Source: an optimization exercise on an open RTL-to-GDS flow (aim: small area and a short achievable clock period). Production flows keep margins and buffers that such runs may drop.
Where RTL was checked, it was by simulation tests only, not by an equivalence proof against the original.
No driver is modelled on the clock port, so clock power and skew are understated where the tree is cut down; a real chip needs a root buffer or a tree.

## P
## mult_top
module mult_top (
    input             clk,
    input      [31:0] mplier,
    input      [31:0] mcand,
    output     [63:0] product
);
Size: ~2600 cells after synthesis, ~130 flip-flops, ~25000 µm² of cells after synthesis.
Settings: LEC_CHECK=0, ABC_AREA=1, CAP_MARGIN=20, CORE_MARGIN=2, CORE_UTILIZATION=40, SLEW_MARGIN=20, SYNTH_HIERARCHICAL=1, SYNTH_MINIMUM_KEEP_SIZE=0; clock period 28.0 ns.
standard.sh (not shown) runs the stock make flow with config.mk's settings and CLKGATE_MAP_FILE= SYNTH_SCRIPT=/design/flow/synth_recipe.tcl, a recipe that flattens the netlist after the stock synthesis.
==> flow/flow/run.sh <==
#!/bin/bash
# Own layout flow: the standard flow (standard.sh) with the standard
# synthesis unchanged, then the layout steps with
#  - plain buffers (buf_2) on the ports,
#  - a two-level balanced clock tree (flow/cts_own.tcl) in place of ORFS's CTS,
#  - repair_timing aiming at a slack margin below the fixed clock period, so
#    that it sizes and buffers the multiplier's critical paths.
# The output of each make run is in make_*.log here; each step's log is in
# orfs/logs/.
set -euo pipefail
export OWN_FLOW_DIR=$(pwd)/flow
bash standard.sh synth > make_synth.log 2>&1
bash standard.sh \
  SETUP_SLACK_MARGIN=21.45 \
  "BUFFER_PORTS_ARGS=-buffer_cell sky130_fd_sc_hd__buf_2" \
  PRE_CTS_TCL=$OWN_FLOW_DIR/cts_own.tcl \
  finish > make_finish.log 2>&1
Other scripts of this flow, unchanged in this note and not shown: flow/flow/cts_own.tcl
Changes in Q relative to P:
--- a/flow/flow/run.sh
+++ b/flow/flow/run.sh
@@ -13,3 +13,3 @@
 bash standard.sh \
-  SETUP_SLACK_MARGIN=21.45 \
+  SETUP_SLACK_MARGIN=21.3 \
   "BUFFER_PORTS_ARGS=-buffer_cell sky130_fd_sc_hd__buf_2" \
--- outcome ---
- The final layout from Q, which completed every stage, passed the timing, DRC and antenna checks at the end of the flow.
- Looking at total of cells resized after clock tree synthesis, Q sits 12 lower than P does.
- Looking at worst setup path endpoint, the product_q[48] result is from Q; the product[46] one comes from P.
- Fraction of final layout cells sized beyond drive strength 1: Q vs P down 0.41 points
- For P, the worst-path cell with the longest stage delay was sky130_fd_sc_hd__dfxtp_1, unlike Q, where it was sky130_fd_sc_hd__fa_1.
- Comparing Q with P, the all-layer global routing usage came out essentially unchanged.
No run of this note included a check of the RTL's function; only the layout flow was run. No run of this note takes its clock network from TritonCTS; it comes from the design's own scripts or RTL.

## run 1
Another version of the RTL of mult_top (not shown whole).
Size: roughly 130 I/O pins, ~24,000 um2 of cells after synthesis.
==> flow/config.mk <==
export PLATFORM = sky130hd
export DESIGN_NAME = mult_top
export DESIGN_NICKNAME = mult_top
export VERILOG_FILES = /design/flow/design.v
export SDC_FILE = /design/flow/constraint.sdc
export NUM_CORES = 4
export LEC_CHECK = 0
export ABC_AREA = 1
export CAP_MARGIN = 20
export CORE_MARGIN = 2
export CORE_UTILIZATION = 40
export SLEW_MARGIN = 20
export SYNTH_HIERARCHICAL = 1
export SYNTH_MINIMUM_KEEP_SIZE = 0
==> flow/constraint.sdc <==
create_clock -name core_clock -period 28.0 [get_ports {clk}]
set_input_delay 5.6000 -clock core_clock [delete_from_list [all_inputs] [get_ports {clk}]]
set_output_delay 5.6000 -clock core_clock [all_outputs]
set_load 0.01 [all_outputs]
==> flow/flow/run.sh <==
#!/bin/bash
# Own layout flow: the standard flow (standard.sh) with the standard
# synthesis unchanged, then the layout steps with
#  - plain buffers (buf_2) on the ports,
#  - a two-level balanced clock tree (flow/cts_own.tcl) in place of ORFS's CTS,
#  - repair_timing aiming at a slack margin below the fixed clock period, so
#    that it sizes and buffers the multiplier's critical paths.
# The output of each make run is in make_*.log here; each step's log is in
# orfs/logs/.
set -euo pipefail
export OWN_FLOW_DIR=$(pwd)/flow
bash standard.sh synth > make_synth.log 2>&1
bash standard.sh \
  SETUP_SLACK_MARGIN=21.45 \
  "BUFFER_PORTS_ARGS=-buffer_cell sky130_fd_sc_hd__buf_2" \
  PRE_CTS_TCL=$OWN_FLOW_DIR/cts_own.tcl \
  finish > make_finish.log 2>&1
Other scripts of this flow, unchanged in this note and not shown: flow/flow/cts_own.tcl
Having completed the whole flow, run 1 delivered a layout that passed the timing, DRC and antenna checks.
Relative to run 1, the following input files were edited for run 2:
diff --git a/flow/flow/run.sh b/flow/flow/run.sh
--- a/flow/flow/run.sh
+++ b/flow/flow/run.sh
@@ -14 +14 @@
-  SETUP_SLACK_MARGIN=21.45 \
+  SETUP_SLACK_MARGIN=21.55 \
@@ -16,0 +17 @@
+  SKIP_GATE_CLONING=1 \
==> run summary <==
- Critical path depth was higher in run 1 than in run 2.
- Diff run 1 -> run 2: remaining max-slew budget at the tightest pin now sits higher, number of gates resized after cts now sits higher.
- For met1 track utilization from global routing, run 2 and run 1 come out practically identical.
#### Input delta (run 3 over run 2)
diff --git a/flow/flow/run.sh b/flow/flow/run.sh
--- a/flow/flow/run.sh
+++ b/flow/flow/run.sh
@@ -14 +14 @@
-  SETUP_SLACK_MARGIN=21.55 \
+  SETUP_SLACK_MARGIN=21.35 \
@@ -17 +16,0 @@
-  SKIP_GATE_CLONING=1 \
Findings:
The setup slack in run 3 sits 75 ps below the value recorded for run 2.
When run 3 is measured against run 2, its total vias in the final route turns out 278 lower.
Run 3 vs run 2, number of post-CTS setup repair buffers went down by 8.
Run 3 vs run 2 — post-layout utilization of the core dropped 0.66 points.
No run of this note takes its clock network from TritonCTS; it comes from the design's own scripts or RTL.

## raven
Starting RTL as in the previous note.
Settings: LEC_CHECK=0, ABC_AREA=1, CAP_MARGIN=20, CORE_MARGIN=2, CORE_UTILIZATION=40, SLEW_MARGIN=20, SYNTH_HIERARCHICAL=1, SYNTH_MINIMUM_KEEP_SIZE=0; clock period 28.0 ns.
==> flow/flow/run.sh <==
#!/bin/bash
# Own layout flow: the standard flow (standard.sh) with the standard
# synthesis unchanged, then the layout steps with
#  - plain buffers (buf_2) on the ports,
#  - a two-level balanced clock tree (flow/cts_own.tcl) in place of ORFS's CTS,
#  - repair_timing aiming at a slack margin below the fixed clock period, so
#    that it sizes and buffers the multiplier's critical paths.
# The output of each make run is in make_*.log here; each step's log is in
# orfs/logs/.
set -euo pipefail
export OWN_FLOW_DIR=$(pwd)/flow
bash standard.sh synth > make_synth.log 2>&1
bash standard.sh \
  SETUP_SLACK_MARGIN=21.6 \
  "BUFFER_PORTS_ARGS=-buffer_cell sky130_fd_sc_hd__buf_2" \
  PRE_CTS_TCL=$OWN_FLOW_DIR/cts_own.tcl \
  finish > make_finish.log 2>&1
Other scripts of this flow, unchanged in this note and not shown: flow/flow/cts_own.tcl
raven did not stop at any stage, and its layout met the timing, DRC and antenna checks.
--- input diff raven..sierra ---
-- flow/flow/run.sh --
<<< raven, line 12
bash standard.sh synth > make_synth.log 2>&1
bash standard.sh \
  SETUP_SLACK_MARGIN=21.6 \
  "BUFFER_PORTS_ARGS=-buffer_cell sky130_fd_sc_hd__buf_2" \
  PRE_CTS_TCL=$OWN_FLOW_DIR/cts_own.tcl \
>>> sierra, line 12
bash standard.sh synth > make_synth.log 2>&1
bash standard.sh \
  SETUP_SLACK_MARGIN=21.5 \
  "BUFFER_PORTS_ARGS=-buffer_cell sky130_fd_sc_hd__buf_2" \
  PRE_CTS_TCL=$OWN_FLOW_DIR/cts_own.tcl \
==> comparison <==
From raven to sierra the numbers moved as follows: final setup slack of the worst path now smaller, final cell count without fillers level, routed wire length increased by 0.50% relative to the old numbers, clock transition at the registers of the reported paths has decreased. Minimum clock period after layout up 0.013 ns in sierra wrt raven. raven → sierra: area growth from synthesis to layout now smaller; worst-case hold slack now larger; share of the final layout cell area in multi-input gates now larger. sierra has cell area below what raven had.
Here is what was changed in the inputs of cedar compared with sierra.
- CORE_UTILIZATION now 50, was 40
-- flow/flow/run.sh --
<<< sierra, line 12
bash standard.sh synth > make_synth.log 2>&1
bash standard.sh \
  SETUP_SLACK_MARGIN=21.5 \
  "BUFFER_PORTS_ARGS=-buffer_cell sky130_fd_sc_hd__buf_2" \
  PRE_CTS_TCL=$OWN_FLOW_DIR/cts_own.tcl \
>>> cedar, line 12
bash standard.sh synth > make_synth.log 2>&1
bash standard.sh \
  SETUP_SLACK_MARGIN=21.55 \
  "BUFFER_PORTS_ARGS=-buffer_cell sky130_fd_sc_hd__buf_2" \
  PRE_CTS_TCL=$OWN_FLOW_DIR/cts_own.tcl \
Notes after the runs:
- cedar ends up with a number of placed instances, taps included that is 161 lower than in sierra.
- Changes observed in cedar relative to sierra: signed area change from the synthesized netlist to the final layout now sits lower, worst setup slack now sits higher, normalized max-slew margin now sits lower.
In every run of this note, the design's own scripts or RTL, not TritonCTS, make the clock network.

exp/delta:
mult_top, a different RTL version from the one above (not shown whole).
Size: about 2600 cells after synthesis, ~130 flip-flops, roughly 130 I/O pins, roughly 25000 um^2 of cells after synthesis.
==> flow/config.mk <==
export PLATFORM = sky130hd
export DESIGN_NAME = mult_top
export DESIGN_NICKNAME = mult_top
export VERILOG_FILES = /design/flow/design.v
export SDC_FILE = /design/flow/constraint.sdc
export NUM_CORES = 4
export LEC_CHECK = 0
export ABC_AREA = 1
export CAP_MARGIN = 20
export CORE_MARGIN = 2
export CORE_UTILIZATION = 40
export SLEW_MARGIN = 20
export SYNTH_HIERARCHICAL = 1
export SYNTH_MINIMUM_KEEP_SIZE = 0
==> flow/constraint.sdc <==
create_clock -name core_clock -period 28.0 [get_ports {clk}]
set_input_delay 5.6000 -clock core_clock [delete_from_list [all_inputs] [get_ports {clk}]]
set_output_delay 5.6000 -clock core_clock [all_outputs]
set_load 0.01 [all_outputs]
==> flow/flow/run.sh <==
#!/bin/bash
# Own layout flow: the standard flow (standard.sh) with the standard
# synthesis unchanged, then the layout steps with
#  - the buffers ABC inserted removed at floorplan (the resizer rebuffers),
#  - plain buffers (buf_2) on the ports,
#  - repair_timing aiming at a slack margin below the fixed clock period, so
#    that it sizes and buffers the multiplier's critical paths.
# The output of each make run is in make_*.log here; each step's log is in
# orfs/logs/.
set -euo pipefail
bash standard.sh synth > make_synth.log 2>&1
bash standard.sh \
  SETUP_SLACK_MARGIN=21.3 \
  REMOVE_ABC_BUFFERS=0 \
  "BUFFER_PORTS_ARGS=-buffer_cell sky130_fd_sc_hd__buf_2"  \
  finish > make_finish.log 2>&1
The final layout from exp/delta, which completed every stage, passed the timing, DRC and antenna checks at the end of the flow.
Relative to exp/delta, the following input files were edited for exp/quartz:
-- flow/flow/run.sh --
<<< exp/delta, line 15
  "BUFFER_PORTS_ARGS=-buffer_cell sky130_fd_sc_hd__buf_2"  \
>>> exp/quartz, line 15
  "BUFFER_PORTS_ARGS=-buffer_cell sky130_fd_sc_hd__buf_2" CTS_BUF_LIST=sky130_fd_sc_hd__clkbuf_8 \
==> run summary <==
The global-route usage over all layers was comparable across exp/quartz and exp/delta. Against exp/delta as the reference, exp/quartz delivers a lower logic depth of the worst register-to-register path. Lower diode insertion count for antenna repair was reported by exp/delta, not exp/quartz.
Inputs modified between exp/quartz and exp/zinc:
Settings: a change of CORE_UTILIZATION from 40 to 60.
-- flow/flow/run.sh --
<<< exp/quartz, line 14
  REMOVE_ABC_BUFFERS=0 \
  "BUFFER_PORTS_ARGS=-buffer_cell sky130_fd_sc_hd__buf_2" CTS_BUF_LIST=sky130_fd_sc_hd__clkbuf_8 \
>>> exp/zinc, line 14
  REMOVE_ABC_BUFFERS=1 \
  "BUFFER_PORTS_ARGS=-buffer_cell sky130_fd_sc_hd__buf_2" \
## What came out
Count of TritonRoute iterations in the first routing pass came out higher on exp/zinc than on exp/quartz.
Final hold slack is lower on exp/zinc
Initial DRC count of exp/zinc exceeds that of exp/quartz by a little under 10%.
Looking at core utilization across exp/zinc and exp/quartz, the one that comes out lower is exp/quartz.
Routed length on met1 went down by a few percent going from exp/quartz to exp/zinc.
exp/quartz → exp/zinc: highest clock rate comparable.
Looking at post-detailed-route wirelength per cell, exp/zinc sits above exp/quartz.
When the final numbers for exp/zinc and exp/quartz were put side by side, the fraction of area in non-clock buffers turned out to be greater in exp/quartz.
Here is what was changed in the inputs of exp/garnet compared with exp/zinc.
Settings: CORE_UTILIZATION now 40, was 60.
-- flow/flow/run.sh --
<<< exp/zinc, line 15
  "BUFFER_PORTS_ARGS=-buffer_cell sky130_fd_sc_hd__buf_2" \
>>> exp/garnet, line 15
  "BUFFER_PORTS_ARGS=-buffer_cell sky130_fd_sc_hd__buf_2" TNS_END_PERCENT=0 \
[summary]
Re synthesis-to-finish area growth: exp/garnet is 1.3 points up on exp/zinc. On proportion of cell area occupied by registers, exp/garnet tracks exp/zinc almost exactly. Delta (exp/garnet minus exp/zinc): number of antenna violations at the first check in global routing climbed 1. Number of clock buffer instances in the layout in exp/garnet vs exp/zinc: up 3. exp/garnet against exp/zinc: timing-limited maximum frequency saw an increase; site row count saw an increase; area taken by multi-input logic gates saw little to no change; total wire length after detailed routing saw an increase; area of all placed cells without fillers saw an increase.
The inputs of exp/yarrow differ from those of exp/garnet as listed below.
-- flow/flow/run.sh --
<<< exp/garnet, line 14
  REMOVE_ABC_BUFFERS=1 \
  "BUFFER_PORTS_ARGS=-buffer_cell sky130_fd_sc_hd__buf_2" TNS_END_PERCENT=0 \
>>> exp/yarrow, line 14
  REMOVE_ABC_BUFFERS=0 \
  "BUFFER_PORTS_ARGS=-buffer_cell sky130_fd_sc_hd__buf_2" CTS_CLUSTER_SIZE=32 CTS_CLUSTER_DIAMETER=200 \
[summary]
Run comparison: exp/yarrow critical path capture point product[52]; exp/garnet critical path capture point product[2]
In the metrics for exp/yarrow and exp/garnet, the one carrying the higher setup slack after layout is exp/yarrow.
Compared with exp/garnet, exp/yarrow shows a higher maximum frequency from static timing analysis.
exp/yarrow -> exp/garnet: total CTS buffers delta 0, exact match
In terms of total via count after detailed routing, exp/yarrow and exp/garnet differ only marginally.
--- input diff exp/yarrow..exp/amber ---
-- flow/flow/run.sh --
<<< exp/yarrow, line 15
  "BUFFER_PORTS_ARGS=-buffer_cell sky130_fd_sc_hd__buf_2" CTS_CLUSTER_SIZE=32 CTS_CLUSTER_DIAMETER=200 \
>>> exp/amber, line 15
  "BUFFER_PORTS_ARGS=-buffer_cell sky130_fd_sc_hd__buf_2" SLEW_MARGIN=50 CAP_MARGIN=50 \
## What came out
Footprint of the flip-flops and latches: exp/yarrow vs exp/amber — no meaningful difference. Diff exp/yarrow -> exp/amber: met3 routing resource usage after global routing rose 0.87 points; overall track demand over capacity in global routing about even; average routed wire per standard cell about even. On share of final layout cell area taken by non-clock buffers, exp/yarrow and exp/amber are neck and neck. Re least setup slack across all paths after layout: exp/yarrow and exp/amber aren't equal, and the lower value belongs to exp/amber. On final net count, exp/yarrow and exp/amber are basically level. ~same HPWL after detailed placement in exp/yarrow and exp/amber. The final cell count of exp/amber and that of exp/yarrow are within noise of each other.

mult_top again, from the RTL that the note above started with.
clock: 28.0 ns
lec_check: 0
abc_area: 1
cap_margin: 20
core_margin: 2
core_utilization: 40
slew_margin: 20
synth_hierarchical: 1
synth_minimum_keep_size: 0
==> flow/flow/run.sh <==
#!/bin/bash
# Own layout flow: the standard flow (standard.sh) with the standard
# synthesis unchanged, then the layout steps with
#  - plain buffers (buf_2) on the ports,
#  - a two-level balanced clock tree (flow/cts_own.tcl) in place of ORFS's CTS,
#  - repair_timing aiming at a slack margin below the fixed clock period, so
#    that it sizes and buffers the multiplier's critical paths.
# The output of each make run is in make_*.log here; each step's log is in
# orfs/logs/.
set -euo pipefail
export OWN_FLOW_DIR=$(pwd)/flow
bash standard.sh synth > make_synth.log 2>&1
bash standard.sh \
  SETUP_SLACK_MARGIN=21.3 \
  "BUFFER_PORTS_ARGS=-buffer_cell sky130_fd_sc_hd__buf_2" \
  PRE_CTS_TCL=$OWN_FLOW_DIR/cts_own.tcl \
  finish > make_finish.log 2>&1
Other scripts of this flow, unchanged in this note and not shown: flow/flow/cts_own.tcl
Change:
--- a/flow/flow/run.sh
+++ b/flow/flow/run.sh
@@ -12,5 +12,5 @@
 bash standard.sh synth > make_synth.log 2>&1
 bash standard.sh \
-  SETUP_SLACK_MARGIN=21.3 \
+  SETUP_SLACK_MARGIN=21.5 \
   "BUFFER_PORTS_ARGS=-buffer_cell sky130_fd_sc_hd__buf_2" \
   PRE_CTS_TCL=$OWN_FLOW_DIR/cts_own.tcl \
Final cell count rose by 0.45%.
Utilization went up by 0.61 points.
Global-route usage grows by 0.16 points.
First-iteration DRC count grows by 11%.
Sequential share of layout area went down by 0.12 points.
Flip-flop and latch count does not change.
Area after synthesis does not change.
Setup slack gets better by 0.070 ns.
Cell area goes up by 1.4%.
In every run of this note, the design's own scripts or RTL, not TritonCTS, make the clock network.

==> static timing again, ports no longer ideal <==
In the flow no input, the clock included, has a driving cell. The finished layouts below were timed again as built, in two steps.
Step 1: set_driving_cell puts a clkbuf_16 on clk and a buf_2 on each other input, an assumption about the parent block.
Step 2 adds t to the input delays and takes it off the output delays; t is the mean of the earliest and latest rising clock arrival at the registers after step 1. Input paths then give back, and output paths get back, about the clock's delay inside the block.
Three values: no drivers, after step 1, after step 2; two values: the first two.
| run | shift t [ns] | setup slack, ns | worst setup path after step 2 | clock arrival spread, ns | slew at the worst register clock pin (ns) |
|---|---|---|---|---|---|
| P | 0.427 | 21.605 / 21.481 / 21.635 | register to register | 0.057 / 0.057 | 0.11 / 0.11 |
| Q | 0.426 | 21.514 / 21.483 / 21.514 | register to register | 0.054 / 0.054 | 0.10 / 0.10 |
| run 1 | 0.444 | 21.574 / 21.462 / 21.574 | register to register | 0.076 / 0.076 | 0.10 / 0.10 |
| run 2 | 0.441 | 21.598 / 21.471 / 21.763 | register to register | 0.076 / 0.076 | 0.10 / 0.10 |
| run 3 | 0.444 | 21.523 / 21.463 / 21.523 | register to register | 0.075 / 0.075 | 0.10 / 0.10 |
| raven | 0.442 | 21.601 / 21.475 / 21.776 | register to register | 0.080 / 0.080 | 0.11 / 0.11 |
| sierra | 0.442 | 21.589 / 21.464 / 21.642 | register to register | 0.081 / 0.081 | 0.11 / 0.11 |
| cedar | 0.429 | 21.617 / 21.497 / 21.755 | register to register | 0.058 / 0.058 | 0.11 / 0.11 |
| exp/delta | 0.543 | 21.451 / 21.392 / 21.592 | register to register | 0.011 / 0.010 | 0.07 / 0.07 |
| exp/quartz | 0.609 | 21.371 / 21.316 / 21.569 | register to register | 0.015 / 0.015 | 0.09 / 0.09 |
| exp/zinc | 0.560 | 21.373 / 21.314 / 21.492 | register to register | 0.020 / 0.020 | 0.09 / 0.09 |
| exp/garnet | 0.553 | 21.408 / 21.347 / 21.552 | register to register | 0.021 / 0.020 | 0.08 / 0.08 |
| exp/yarrow | 0.543 | 21.451 / 21.392 / 21.592 | register to register | 0.011 / 0.010 | 0.07 / 0.07 |
| exp/amber | 0.552 | 21.446 / 21.384 / 21.562 | register to register | 0.009 / 0.009 | 0.07 / 0.07 |
| the first run of note 5 | 0.427 | 21.559 / 21.504 / 21.559 | register to register | 0.053 / 0.053 | 0.10 / 0.10 |
| the second run of note 5 | 0.429 | 21.629 / 21.506 / 21.743 | register to register | 0.048 / 0.048 | 0.09 / 0.09 |
After both steps setup and hold are still met in every run listed.
